What follows belongs to an exercise in optimizing a design on an open flow for small area and a short achievable clock period; a production flow would make more cautious choices. Function was checked by simulation only, so behaviour that the tests miss may differ from the original.

## flow/run.sh

```bash
#!/bin/bash
# synth_recipe.tcl (not shown) runs the flow's synth.tcl, then flattens the netlist and writes it again
# the make line also repeats each setting of config.mk as NAME=value (left out here)
make -C /OpenROAD-flow-scripts/flow DESIGN_CONFIG=/design/flow/config.mk WORK_HOME=/design/flow/orfs CLKGATE_MAP_FILE= SYNTH_SCRIPT=/design/flow/synth_recipe.tcl finish
```

## flow/config.mk

```make
export PLATFORM = sky130hd
export DESIGN_NAME = execute
export DESIGN_NICKNAME = execute
export VERILOG_FILES = /design/flow/design.v
export SDC_FILE = /design/flow/constraint.sdc
export NUM_CORES = 4
export LEC_CHECK = 0
export CAP_MARGIN = 20
export CORE_MARGIN = 2
export CORE_UTILIZATION = 40
export SLEW_MARGIN = 20
```

## flow/constraint.sdc

```tcl
create_clock -name core_clock -period 110.0 [get_ports {clk}]
set_input_delay 22.0000 -clock core_clock [delete_from_list [all_inputs] [get_ports {clk}]]
set_output_delay 22.0000 -clock core_clock [all_outputs]
set_load 0.01 [all_outputs]
```

## flow/design.v

```verilog
typedef enum bit [4:0] {
    ARITHMETIC,
    MEMORY,
    BRANCH,
    JUMP
} OP_TYPES;
typedef enum bit [5:0] {
    ADD,
    SUB,
    XOR,
    OR,
    AND,
    SLL,
    SRL,
    SRA,
    SLT,
    SLTU,
    EQ,
    LUI,
    AUIPC,
    MUL,
    MULH,
    MULSU,
    MULU,
    DIV,
    DIVU,
    REM,
    REMU
} ARITHMETIC_TYPES;
typedef enum bit [5:0] {
    LB,
    LH,
    LW,
    LBU,
    LHU,
    SB,
    SH,
    SW
} MEMORY_TYPES;
typedef enum bit [5:0] {
    BEQ,
    BNE,
    BLT,
    BGE,
    BLTU,
    BGEU
} BRANCH_TYPES;
typedef enum bit [5:0] {
    JAL,
    JALR
} JUMP_TYPES;
typedef struct packed {
    logic [31:0] instr_addr;  
    logic [4:0] op_type;  
    logic [6:0] op_spec;  
    logic [4:0] rd_ind;  
    logic [31:0] rs1_dat;  
    logic [31:0] rs2_dat;  
    logic [31:0] imm_val;  
} d_e_WI;
typedef struct packed {
    logic [4:0] op_type;   
    logic [6:0] op_spec;  
    logic [4:0] rd_ind;  
    logic [31:0] reg_dat;  
    logic [31:0] jmp_addr;  
    logic jmp_tk;  
} e_w_WI;
module d_ff #(
    parameter logic rst_val = 0
) (
    input logic clk,
    input logic rst_n,
    input logic en,
    input logic flush,
    input logic din,
    output logic dout
);
    logic din_t, dout_t;
    assign din_t = (~flush & din);
    assign dout = (~flush & dout_t);
    always_ff @(posedge clk) begin
        if (~rst_n) begin
            dout_t <= rst_val;
        end else if (en) begin
            dout_t <= din_t;
        end
    end
endmodule
module d_register #(  
    parameter integer _W = 32,
    parameter logic [_W - 1:0] rst_vect = '0
) (
    input logic clk,
    input logic rst_n,
    input logic en,
    input logic flush,
    input logic [_W - 1:0] din,
    output logic [_W - 1:0] dout
);
    logic [_W - 1:0] din_t, dout_t;
    assign din_t = flush ? '0 : din;
    assign dout = flush ? '0 : dout_t;
    always_ff @(posedge clk) begin
        if (~rst_n) begin
            dout_t <= rst_vect;
        end  else if (en) begin
            dout_t <= din_t;
        end
    end
endmodule
module _add_impl (  
    input logic [31:0] a,
    input logic [31:0] b,
    output logic [31:0] aer
);
    logic [31:0] G, P;
    logic [32:0] C;
    assign C[0] = 0;
    for (genvar i = 0; i < 32; ++i) begin : g_carry
        assign G[i] = a[i] & b[i];
        assign P[i] = a[i] | b[i];
        assign C[i + 1] = G[i] | (P[i] & C[i]);
    end
    for (genvar i = 0; i < 32; ++i) begin : g_sum
        assign aer[i] = a[i] ^ b[i] ^ C[i];
    end
endmodule
module _inv_impl (
    input logic [31:0] a,
    output logic [31:0] aer
);
    for (genvar i = 0; i < 32; ++i) begin : g_inv
        assign aer[i] = ~(a[i]);
    end
endmodule
module _sub_impl (
    input logic [31:0] a,
    input logic [31:0] b,
    output logic [31:0] aer
);
    logic [31:0] b_inv;
    _inv_impl inv(
        .a(b),
        .aer(b_inv)
    );
    logic [31:0] G, P;
    logic [32:0] C;
    assign C[0] = 1;
    for (genvar i = 0; i < 32; ++i) begin : g_carry
        assign G[i] = a[i] & b_inv[i];
        assign P[i] = a[i] | b_inv[i];
        assign C[i + 1] = G[i] | (P[i] & C[i]);
    end
    for (genvar i = 0; i < 32; ++i) begin : g_sum
        assign aer[i] = a[i] ^ b_inv[i] ^ C[i];
    end
endmodule
module _and_impl (
    input logic [31:0] a,
    input logic [31:0] b,
    output logic [31:0] aer
);
    for (genvar i = 0; i < 32; ++i) begin : g_and
        assign aer[i] = a[i] & b[i];
    end
endmodule
module _or_impl (
    input logic [31:0] a,
    input logic [31:0] b,
    output logic [31:0] aer
);
    for (genvar i = 0; i < 32; ++i) begin : g_or
        assign aer[i] = a[i] | b[i];
    end
endmodule
module _xor_impl (
    input logic [31:0] a,
    input logic [31:0] b,
    output logic [31:0] aer
);
    for (genvar i = 0; i < 32; ++i) begin : g_xor
        assign aer[i] = a[i] ^ b[i];
    end
endmodule
module _eq_impl(
    input logic [31:0] a,
    input logic [31:0] b,
    output logic [31:0] aer
);
    logic [31:0] k;
    assign k[0] = ~(a[0] ^ b[0]);
    for (genvar i = 1; i < 32; ++i) begin : g_eq
        assign k[i] = (~(a[i] ^ b[i])) & k[i - 1];
    end
    assign aer = {32{k[31]}};
endmodule
module _slt_impl (  
    input logic [31:0] a,
    input logic [31:0] b,
    output logic [31:0] aer
);
    logic [1:0] neg;  
    assign neg = {a[31], b[31]};
    logic [31:0] k1, k2;  
    assign k1[31] = 0;
    assign k2[31] = 0;
    for (genvar i = 30; i >= 0; --i) begin : g_cmp
        assign k1[i] = (~k2[i + 1]) & ((b[i] & ~a[i]) | k1[i + 1]);  
        assign k2[i] = (~k1[i + 1]) & ((a[i] & ~b[i]) | k2[i + 1]);
    end
    always_comb begin
        case(neg)
            2'b01: aer = {32{1'b0}};  
            2'b10: aer = {32{1'b1}};  
            default: aer = {32{k1[0]}};  
        endcase
    end
endmodule
module _sltu_impl (  
    input logic [31:0] a,
    input logic [31:0] b,
    output logic [31:0] aer
);
    logic [31:0] k1, k2;  
    assign k1[31] = b[31] & ~a[31];
    assign k2[31] = a[31] & ~b[31];
    for (genvar i = 30; i >= 0; --i) begin : g_cmp
        assign k1[i] = (~k2[i + 1]) & ((b[i] & ~a[i]) | k1[i + 1]);  
        assign k2[i] = (~k1[i + 1]) & ((a[i] & ~b[i]) | k2[i + 1]);
    end
    assign aer = {32{k1[0]}};
endmodule
module _sll_impl (
    input logic [31:0] a,
    input logic [31:0] b,
    output logic [31:0] aer
);
    assign aer = a << b[4:0];
endmodule
module _srl_impl (
    input logic [31:0] a,
    input logic [31:0] b,
    output logic [31:0] aer
);
    assign aer = a >> b[4:0];
endmodule
module _sra_impl (
    input logic [31:0] a,
    input logic [31:0] b,
    output logic [31:0] aer
);
    assign aer = $signed(a) >>> b[4:0];
endmodule
module _mul_impl (  
    input logic [31:0] a,
    input logic [31:0] b,
    output logic [31:0] aer
);
    assign aer = a * b;
endmodule
module _div_impl (  
    input logic [31:0] a,
    input logic [31:0] b,
    output logic [31:0] aer
);
    logic [31:0] a_m, b_m, q_m;
    logic neg;
    assign a_m = a[31] ? -a : a;
    assign b_m = b[31] ? -b : b;
    assign neg = a[31] ^ b[31];
    assign q_m = a_m / b_m;
    assign aer = (b == 32'b0) ? {32{1'b1}} : (neg ? -q_m : q_m);
endmodule
module _rem_impl (  
    input logic [31:0] a,
    input logic [31:0] b,
    output logic [31:0] aer
);
    logic [31:0] a_m, b_m, r_m;
    assign a_m = a[31] ? -a : a;
    assign b_m = b[31] ? -b : b;
    assign r_m = a_m % b_m;
    assign aer = (b == 32'b0) ? a : (a[31] ? -r_m : r_m);
endmodule
module _add(
    input logic [31:0] a,
    input logic [31:0] b,
    input logic en,
    output logic [31:0] aer
);
    logic [31:0] rslt;
    _add_impl impl(
        .a(a),
        .b(b),
        .aer(rslt)
    );
    assign aer = rslt & {32{en}};
endmodule
module _sub(
    input logic [31:0] a,
    input logic [31:0] b,
    input logic en,
    output logic [31:0] aer
);
    logic [31:0] rslt;
    _sub_impl impl(
        .a(a),
        .b(b),
        .aer(rslt)
    );
    assign aer = rslt & {32{en}};
endmodule
module _xor(
    input logic [31:0] a,
    input logic [31:0] b,
    input logic en,
    output logic [31:0] aer
);
    logic [31:0] rslt;
    _xor_impl impl(
        .a(a),
        .b(b),
        .aer(rslt)
    );
    assign aer = rslt & {32{en}};
endmodule
module _or(
    input logic [31:0] a,
    input logic [31:0] b,
    input logic en,
    output logic [31:0] aer
);
    logic [31:0] rslt;
    _or_impl impl(
        .a(a),
        .b(b),
        .aer(rslt)
    );
    assign aer = rslt & {32{en}};
endmodule
module _and(
    input logic [31:0] a,
    input logic [31:0] b,
    input logic en,
    output logic [31:0] aer
);
    logic [31:0] rslt;
    _and_impl impl(
        .a(a),
        .b(b),
        .aer(rslt)
    );
    assign aer = rslt & {32{en}};
endmodule
module _sll(
    input logic [31:0] a,
    input logic [31:0] b,
    input logic en,
    output logic [31:0] aer
);
    logic [31:0] rslt;
    _sll_impl impl(
        .a(a),
        .b(b),
        .aer(rslt)
    );
    assign aer = rslt & {32{en}};
endmodule
module _srl(
    input logic [31:0] a,
    input logic [31:0] b,
    input logic en,
    output logic [31:0] aer
);
    logic [31:0] rslt;
    _srl_impl impl(
        .a(a),
        .b(b),
        .aer(rslt)
    );
    assign aer = rslt & {32{en}};
endmodule
module _sra(
    input logic [31:0] a,
    input logic [31:0] b,
    input logic en,
    output logic [31:0] aer
);
    logic [31:0] rslt;
    _sra_impl impl(
        .a(a),
        .b(b),
        .aer(rslt)
    );
    assign aer = rslt & {32{en}};
endmodule
module _slt(
    input logic [31:0] a,
    input logic [31:0] b,
    input logic en,
    output logic [31:0] aer
);
    logic [31:0] rslt;
    _slt_impl impl(
        .a(a),
        .b(b),
        .aer(rslt)
    );
    assign aer = rslt & {32{en}};
endmodule
module _sltu(
    input logic [31:0] a,
    input logic [31:0] b,
    input logic en,
    output logic [31:0] aer
);
    logic [31:0] rslt;
    _sltu_impl impl(
        .a(a),
        .b(b),
        .aer(rslt)
    );
    assign aer = rslt & {32{en}};
endmodule
module _eq(
    input logic [31:0] a,
    input logic [31:0] b,
    input logic en,
    output logic [31:0] aer
);
    logic [31:0] rslt;
    _eq_impl impl(
        .a(a),
        .b(b),
        .aer(rslt)
    );
    assign aer = rslt & {32{en}};
endmodule
module _mul(
    input logic [31:0] a,
    input logic [31:0] b,
    input logic en,
    output logic [31:0] aer
);
    logic [31:0] rslt;
    _mul_impl impl(
        .a(a),
        .b(b),
        .aer(rslt)
    );
    assign aer = rslt & {32{en}};
endmodule
module _div(
    input logic [31:0] a,
    input logic [31:0] b,
    input logic en,
    output logic [31:0] aer
);
    logic [31:0] rslt;
    _div_impl impl(
        .a(a),
        .b(b),
        .aer(rslt)
    );
    assign aer = rslt & {32{en}};
endmodule
module _rem(
    input logic [31:0] a,
    input logic [31:0] b,
    input logic en,
    output logic [31:0] aer
);
    logic [31:0] rslt;
    _rem_impl impl(
        .a(a),
        .b(b),
        .aer(rslt)
    );
    assign aer = rslt & {32{en}};
endmodule
module execute (
    input logic clk,
    input logic rst_n,
    input logic [31:0] instr_addr,  
    input logic [4:0] op_type,  
    input logic [6:0] op_spec,  
    input logic [4:0] rd_ind,  
    input logic [31:0] rs1_dat,  
    input logic [31:0] rs2_dat,  
    input logic [31:0] imm_val,  
    output logic [4:0] e_op_type,
    output logic [6:0] e_op_spec,
    output logic [4:0] e_rd_ind,
    output logic [31:0] e_reg_dat,
    output logic [31:0] e_jmp_addr,
    output logic e_jmp_tk,
    input logic flush,
    output logic [31:0] mem_addr_out,  
    output logic [31:0] mem_dat_out,  
    output logic mem_read_en,  
    output logic mem_write_en,  
    input logic stall_in_bk,  
    input logic stall_in_ft,  
    output logic stall_out_ft  
);
    d_e_WI d_in;
    assign d_in.instr_addr = instr_addr;
    assign d_in.op_type = op_type;
    assign d_in.op_spec = op_spec;
    assign d_in.rd_ind = rd_ind;
    assign d_in.rs1_dat = rs1_dat;
    assign d_in.rs2_dat = rs2_dat;
    assign d_in.imm_val = imm_val;
    e_w_WI e_t, e_out;
    assign e_op_type = e_out.op_type;
    assign e_op_spec = e_out.op_spec;
    assign e_rd_ind = e_out.rd_ind;
    assign e_reg_dat = e_out.reg_dat;
    assign e_jmp_addr = e_out.jmp_addr;
    assign e_jmp_tk = e_out.jmp_tk;
    logic [63:0] op_en1;
    logic op_en2_add;
    logic [31:0] rslt1[64];  
    logic [31:0] rslt2_add;
    logic [31:0] src1[2], src2[2];
    _add add1(.a(src1[0]), .b(src2[0]), .en(op_en1[ADD]), .aer(rslt1[ADD]));
    _add add2(.a(src1[1]), .b(src2[1]), .en(op_en2_add), .aer(rslt2_add));
    _sub sub1(.a(src1[0]), .b(src2[0]), .en(op_en1[SUB]), .aer(rslt1[SUB]));
    _xor xor1(.a(src1[0]), .b(src2[0]), .en(op_en1[XOR]), .aer(rslt1[XOR]));
    _or or1(.a(src1[0]), .b(src2[0]), .en(op_en1[OR]), .aer(rslt1[OR]));
    _and and1(.a(src1[0]), .b(src2[0]), .en(op_en1[AND]), .aer(rslt1[AND]));
    _sll sll1(.a(src1[0]), .b(src2[0]), .en(op_en1[SLL]), .aer(rslt1[SLL]));
    _srl srl1(.a(src1[0]), .b(src2[0]), .en(op_en1[SRL]), .aer(rslt1[SRL]));
    _sra sra1(.a(src1[0]), .b(src2[0]), .en(op_en1[SRA]), .aer(rslt1[SRA]));
    _slt slt1(.a(src1[0]), .b(src2[0]), .en(op_en1[SLT]), .aer(rslt1[SLT]));
    _sltu sltu1(.a(src1[0]), .b(src2[0]), .en(op_en1[SLTU]), .aer(rslt1[SLTU]));
    _eq eq1(.a(src1[0]), .b(src2[0]), .en(op_en1[EQ]), .aer(rslt1[EQ]));
    _mul mul1(.a(src1[0]), .b(src2[0]), .en(op_en1[MUL]), .aer(rslt1[MUL]));
    _div div1(.a(src1[0]), .b(src2[0]), .en(op_en1[DIV]), .aer(rslt1[DIV]));
    _rem rem1(.a(src1[0]), .b(src2[0]), .en(op_en1[REM]), .aer(rslt1[REM]));
    logic r_tk;  
    assign r_tk = d_in.op_spec[6];
    always_comb begin
        for (int i = 0; i < 2; ++i) begin
            src1[i] = 0;
            src2[i] = 0;
        end
        op_en1 = '0;
        op_en2_add = 0;
        mem_addr_out = 0;
        mem_dat_out = 0;
        mem_read_en = 0;  
        mem_write_en = 0;
        e_t.op_type = d_in.op_type;
        e_t.op_spec = d_in.op_spec;
        e_t.rd_ind = d_in.rd_ind;
        e_t.reg_dat = 0;
        e_t.jmp_addr = 0;
        e_t.jmp_tk = 0;
        case (d_in.op_type)
            ARITHMETIC: begin  
                src1[0] = d_in.rs1_dat;
                src2[0] = (~r_tk) ? d_in.rs2_dat : d_in.imm_val;
                case (d_in.op_spec[5:0])
                    ADD: begin
                        op_en1[ADD] = 1;
                        e_t.reg_dat = rslt1[ADD];
                    end
                    SUB: begin
                        op_en1[SUB] = 1;
                        e_t.reg_dat = rslt1[SUB];
                    end
                    XOR: begin
                        op_en1[XOR] = 1;
                        e_t.reg_dat = rslt1[XOR];
                    end
                    OR: begin
                        op_en1[OR] = 1;
                        e_t.reg_dat = rslt1[OR];
                    end
                    AND: begin
                        op_en1[AND] = 1;
                        e_t.reg_dat = rslt1[AND];
                    end
                    SLL: begin
                        op_en1[SLL] = 1;
                        e_t.reg_dat = rslt1[SLL];
                    end
                    SRL: begin
                        op_en1[SRL] = 1;
                        e_t.reg_dat = rslt1[SRL];
                    end
                    SRA: begin
                        op_en1[SRA] = 1;
                        e_t.reg_dat = rslt1[SRA];
                    end
                    SLT: begin
                        op_en1[SLT] = 1;
                        e_t.reg_dat = {31'b0, rslt1[SLT][0]};
                    end
                    SLTU: begin
                        op_en1[SLTU] = 1;
                        e_t.reg_dat = {31'b0, rslt1[SLTU][0]};
                    end
                    MUL: begin
                        op_en1[MUL] = 1;
                        e_t.reg_dat = rslt1[MUL];
                    end
                    DIV: begin
                        op_en1[DIV] = 1;
                        e_t.reg_dat = rslt1[DIV];
                    end
                    REM: begin
                        op_en1[REM] = 1;
                        e_t.reg_dat = rslt1[REM];
                    end
                    LUI: begin  
                        e_t.reg_dat = d_in.imm_val;
                    end
                    AUIPC: begin  
                        src1[1] = d_in.instr_addr;
                        src2[1] = d_in.imm_val;
                        op_en2_add = 1;
                        e_t.reg_dat = rslt2_add;
                    end
                    default: begin
                    end
                endcase
            end
            MEMORY: begin  
                src1[0] = d_in.rs1_dat;
                src2[0] = d_in.imm_val;
                op_en1[ADD] = 1;
                mem_addr_out = rslt1[ADD];
                case (d_in.op_spec)
                    LB, LH, LW, LBU, LHU: begin  
                        mem_read_en = 1;
                        mem_write_en = 0;
                    end
                    SB: begin  
                        mem_read_en = 0;
                        mem_write_en = 1;
                        mem_dat_out = {{24{1'b0}}, d_in.rs2_dat[7:0]};
                    end
                    SH: begin  
                        mem_read_en = 0;
                        mem_write_en = 1;
                        mem_dat_out = {{16{1'b0}}, d_in.rs2_dat[15:0]};
                    end
                    SW: begin  
                        mem_read_en = 0;
                        mem_write_en = 1;
                        mem_dat_out = d_in.rs2_dat;
                    end
                    default: begin
                    end
                endcase
            end
            BRANCH: begin  
                src1[1] = d_in.instr_addr;
                src2[1] = d_in.imm_val;
                op_en2_add = 1;
                e_t.jmp_addr = rslt2_add;
                src1[0] = d_in.rs1_dat;
                src2[0] = d_in.rs2_dat;
                case (d_in.op_spec)
                    BEQ: begin
                        op_en1[EQ] = 1;
                        e_t.jmp_tk = (&rslt1[EQ]);
                    end
                    BNE: begin
                        op_en1[EQ] = 1;
                        e_t.jmp_tk = ~(&rslt1[EQ]);
                    end
                    BLT: begin
                        op_en1[SLT] = 1;
                        e_t.jmp_tk = (&rslt1[SLT]);
                    end
                    BGE: begin
                        op_en1[SLT] = 1;
                        e_t.jmp_tk = ~(&rslt1[SLT]);
                    end
                    BLTU: begin
                        op_en1[SLTU] = 1;
                        e_t.jmp_tk = (&rslt1[SLTU]);
                    end
                    BGEU: begin
                        op_en1[SLTU] = 1;
                        e_t.jmp_tk = ~(&rslt1[SLTU]);
                    end
                    default: begin
                    end
                endcase
            end
            JUMP: begin  
                src1[0] = 32'd4;
                src2[0] = d_in.instr_addr;
                op_en1[ADD] = 1;
                e_t.reg_dat = rslt1[ADD];
                e_t.jmp_tk = 1;
                case (d_in.op_spec)
                    JAL: begin
                        src1[1] = d_in.instr_addr;
                        src2[1] = d_in.imm_val;
                        op_en2_add = 1;
                        e_t.jmp_addr = rslt2_add;
                    end
                    JALR: begin
                        src1[1] = d_in.rs1_dat;
                        src2[1] = d_in.imm_val;
                        op_en2_add = 1;
                        e_t.jmp_addr = {rslt2_add[31:1], 1'b0};
                    end
                    default: begin
                    end
                endcase
            end
            default: begin
            end
        endcase
    end
    d_register #(
        ._W($bits(e_t))
    ) e_out_s (
        .clk(clk),
        .rst_n(rst_n),
        .flush(flush),
        .en(~stall_in_ft),
        .din(e_t),
        .dout(e_out)
    );
    d_ff stall_out_s(
        .clk(clk),
        .rst_n(rst_n),
        .flush(1'b0),
        .en(1'b1),
        .din(stall_in_bk | flush),
        .dout(stall_out_ft)
    );
endmodule
```

==> run summary <==
==> worst reg2reg max path, delay by kind of cell, from the launching register on <==
family | cells | cell delay (ps)
simple gates | 1 | 480
flops | 1 | 390
compound gates | 6 | 2290
==> sequential cells by signal, summed over array words and instances (netlist names) <==
signal              cells
stall_out_s.dout_t      1
e_out_s.dout_t         82
==> kinds of logic (layout without fill, tap and decap cells) <==
family | count (synthesis) | count (layout) | synth area share [%]
AOI/OAI and AO/OA | 2551 | 2551 | 26.3
other | 0 | 18 | 0
and+or+nand+nor | 3381 | 3382 | 24.3
adders and majority gates | 1285 | 1285 | 30.6
muxes | 104 | 104 | 1.68
xor gates and xnor gates | 515 | 515 | 6.99
buffers and inverters | 1276 | 1698 | 7.63
DFF | 83 | 83 | 2.57
==> metal layers <==
metal | track usage [%] | part of all wire (%)
met1 | 59.3 | 38
met2 | 68.4 | 41
met3 | 15.4 | 13
met4 | 33.0 | 8.7
met5 | 0 | 0.066
==> final cells by class <==
cell class	count	area share, %
antenna	18	0.0603
clock buffer	9	0.302
clock inverter	7	0.102
inverter	816	4.12
multi-input combinational	7837	79.7
sequential	83	2.23
tap	2160	3.62
timing repair buffer	866	9.88
==> worst paths after layout <==
check	end	slack [ps]
worst max-delay path	e_out_s.dout_t[59]$_SDFFE_PN0N_	4050
worst min-delay path	e_out_s.dout_t[54]$_SDFFE_PN0N_	460
worst max register to register	e_out_s.dout_t[59]$_SDFFE_PN0N_	106730
worst min register to register	e_out_s.dout_t[54]$_SDFFE_PN0N_	460
==> what timing repair did <==
action,CTS,global route
resized for setup,20,195
hold buffers,0,0
gates cloned,0,2
buffers inserted,2,42
setup endpoints to repair,26,32
pin swaps,1,36
==> cells in the mapped netlist (46+ instances only) <==
cell | number | share of area, %
xnor2_1 | 358 | 4.8
clkbuf_1 | 316 | 1.8
or3_1 | 74 | 0.71
and3_1 | 103 | 0.99
a22oi_1 | 84 | 0.97
and2_1 | 111 | 1.1
a211oi_1 | 87 | 1.0
a221oi_1 | 52 | 0.70
o22ai_1 | 68 | 0.66
fa_1 | 499 | 15
or2_2 | 56 | 0.54
inv_1 | 785 | 4.5
xor2_1 | 155 | 2.1
o31ai_1 | 49 | 0.57
nand4_1 | 62 | 0.60
dfxtp_1 | 83 | 2.6
buf_1 | 84 | 0.49
a31oi_1 | 117 | 1.1
ha_1 | 786 | 15
nor4_1 | 46 | 0.44
o211ai_1 | 101 | 1.2
nand2b_1 | 60 | 0.58
nor2_1 | 899 | 5.2
o21ai_0 | 518 | 4.0
nand2_1 | 1197 | 6.9
nor3_1 | 264 | 2.0
a21o_1 | 155 | 1.8
nand3_1 | 181 | 1.4
a21oi_1 | 622 | 4.8
o21a_1 | 181 | 2.1
nor2b_1 | 191 | 1.8
mux2i_1 | 65 | 1.0
==> per-stage QoR <==
stage / setup slack, ps / setup TNS, ps / area [um^2] / utilization [%]
2_1_floorplan: 190 / 0 / 64800 / -
3_3_place_gp: -2520 / -48820 / 73000 / 45.4
3_5_place_dp: -1680 / -24060 / 73000 / 45.4
4_1_cts: 6.69 / 0 / 73400 / 45.7
5_1_grt: -334 / -4150 / 74600 / 46.4
6_report: 4050 / 0 / 74600 / 46.4
==> results.py <==
metrics = {
    "status": {
        "status": "complete, no violations",
    },
    "routing": {
        "vias": 77834,
        "drt-initial-drc-count": 10738,
        "avgViaCountPerCell": 6.60,
        "routed_wirelength_mm": 406,
        "avgRoutedWirePerCell_um": 34.4,
        "drt-pass1-iter-count": 10,
        "drc": 0,
        "drtAntennaViolNets": 0,
    },
    "placed_design": {
        "dp_hpwl_mm": 325,
        "gp_congestion": 1.12,
        "dp.cells": 11714,
        "port_buffers": 298,
    },
    "clock_tree": {
        "cts.clk_slew.worst_paths_ps": 90,
        "clkLatencyLatePin_ps": 380,
        "cts.sinks": 83,
        "numCtsBuffers": 9,
        "cts_tree": "done",
        "root_buffer": "clkbuf_16",
        "cts_htree_levels": 3,
        "cts.path.max_buffers": 2,
    },
    "setup_path": {
        "path_common_cell": "o21a_1",
        "cp_max_fo": 44,
        "crit_path_start_kind": "input pin",
        "critPathLaunch": "op_type[3]",
        "cp_slowest_cell": "nand4_1",
        "critPathKind": "in2reg",
        "r2r_start": "e_out_s.dout_t[59]$_SDFFE_PN0N_",
        "ff2ff_path_depth": 7,
        "cp.required_ps": 110290,
        "path_delay_family": "compound AO/OA/AOI/OAI gates",
        "crit_cells": 388,
        "slowest_delay_ps": 950,
        "endpoint_kind": "flop",
        "critPathArrivalTime_ps": 106230,
        "crit_buf_inv": 38,
    },
    "floorplanning": {
        "ioPinCount": 299,
        "initial_core_util_pct": 40.3,
        "die_h_um": 406,
        "core_area_mm2": 0.161,
        "dieArea_mm2": 0.165,
        "rows": 147,
        "die_w_um": 406,
    },
    "final_layout": {
        "layout-drive-gt1-share_pct": 10.7,
        "multi_input_area_mm2": 0.0595,
        "area_growth_pct": 15.2,
        "fin_nets": 11048,
        "register_area_mm2": 0.00166,
        "final_common_cell": "nand2_1",
        "nFillCells": 16680,
        "most-common-layout-cells": "nand2_1, nor2_1, ha_1, inv_1, a21oi_1",
        "instances_no_fill": 11796,
    },
    "hold_path": {
        "hold_depth": 2,
        "hp-class": "reg2reg",
        "worstHoldStart": "e_out_s.dout_t[54]$_SDFFE_PN0N_",
    },
    "synthesis": {
        "synth_flop_cell": "dfxtp_1",
        "async_flop_share_pct": 0,
        "synth_cells": 9195,
        "syn_nets": 10630,
        "netlist_area_mm2": 0.0648,
        "ys.warnings.count": 9,
        "synth_enable_flop_cells": 0,
        "ys_types": 124,
        "avgSynthCellArea_um2": 7.04,
        "yosysSeqAreaShare_pct": 2.57,
        "synth-seq-cells": 83,
    },
    "run": {
        "cap_violations": 0,
    },
    "sta": {
        "drv_slew": 0,
        "relSlewSlack_pct": 10.6,
        "fmax_ghz": 0.00944,
        "holdWs_ps": 461,
        "timing.final.crit_share_pct": 96.3,
        "hold_violations": 0,
        "worstMarginPinSlew_ps": 1330,
        "layout_min_cycle_time_ps": 105950,
        "skew_ps": 0,
        "finalSetupViolCount": 0,
    },
    "grt": {
        "grt_max_degree": 68,
        "antenna_found_initial": 30,
        "grt_remaining_overflow": 0,
        "grt_pass1_vias": 74171,
        "grt_use_total_pct": 47.4,
        "grt_pass1_wl_mm": 559,
    },
}

==> separate check: timing with driven ports <==
Ports are ideal in the flow. The routed layout listed here was re-timed in OpenROAD. Step 1 assumes that a clkbuf_16 drives the clock port and a buf_2 every other input. Step 2 also shifts input and output timing later by t, the mid clock arrival at the registers, as if the neighbouring blocks saw the same clock. a / b / c = ideal / step 1 / step 2; a / b = the first two.
t, ns: 0.438
setup slack, ns: 4.054 / 3.939 / 3.502
hold slack, ns: 0.461 / 0.461 / 0.461
worst setup path after step 2: input to register
worst data-port slew with drivers (ns): 0.17
After both steps setup and hold are still met in this run. For this run, drivers alone change the setup slack by -0.115 ns; drivers and shift together by -0.552 ns.
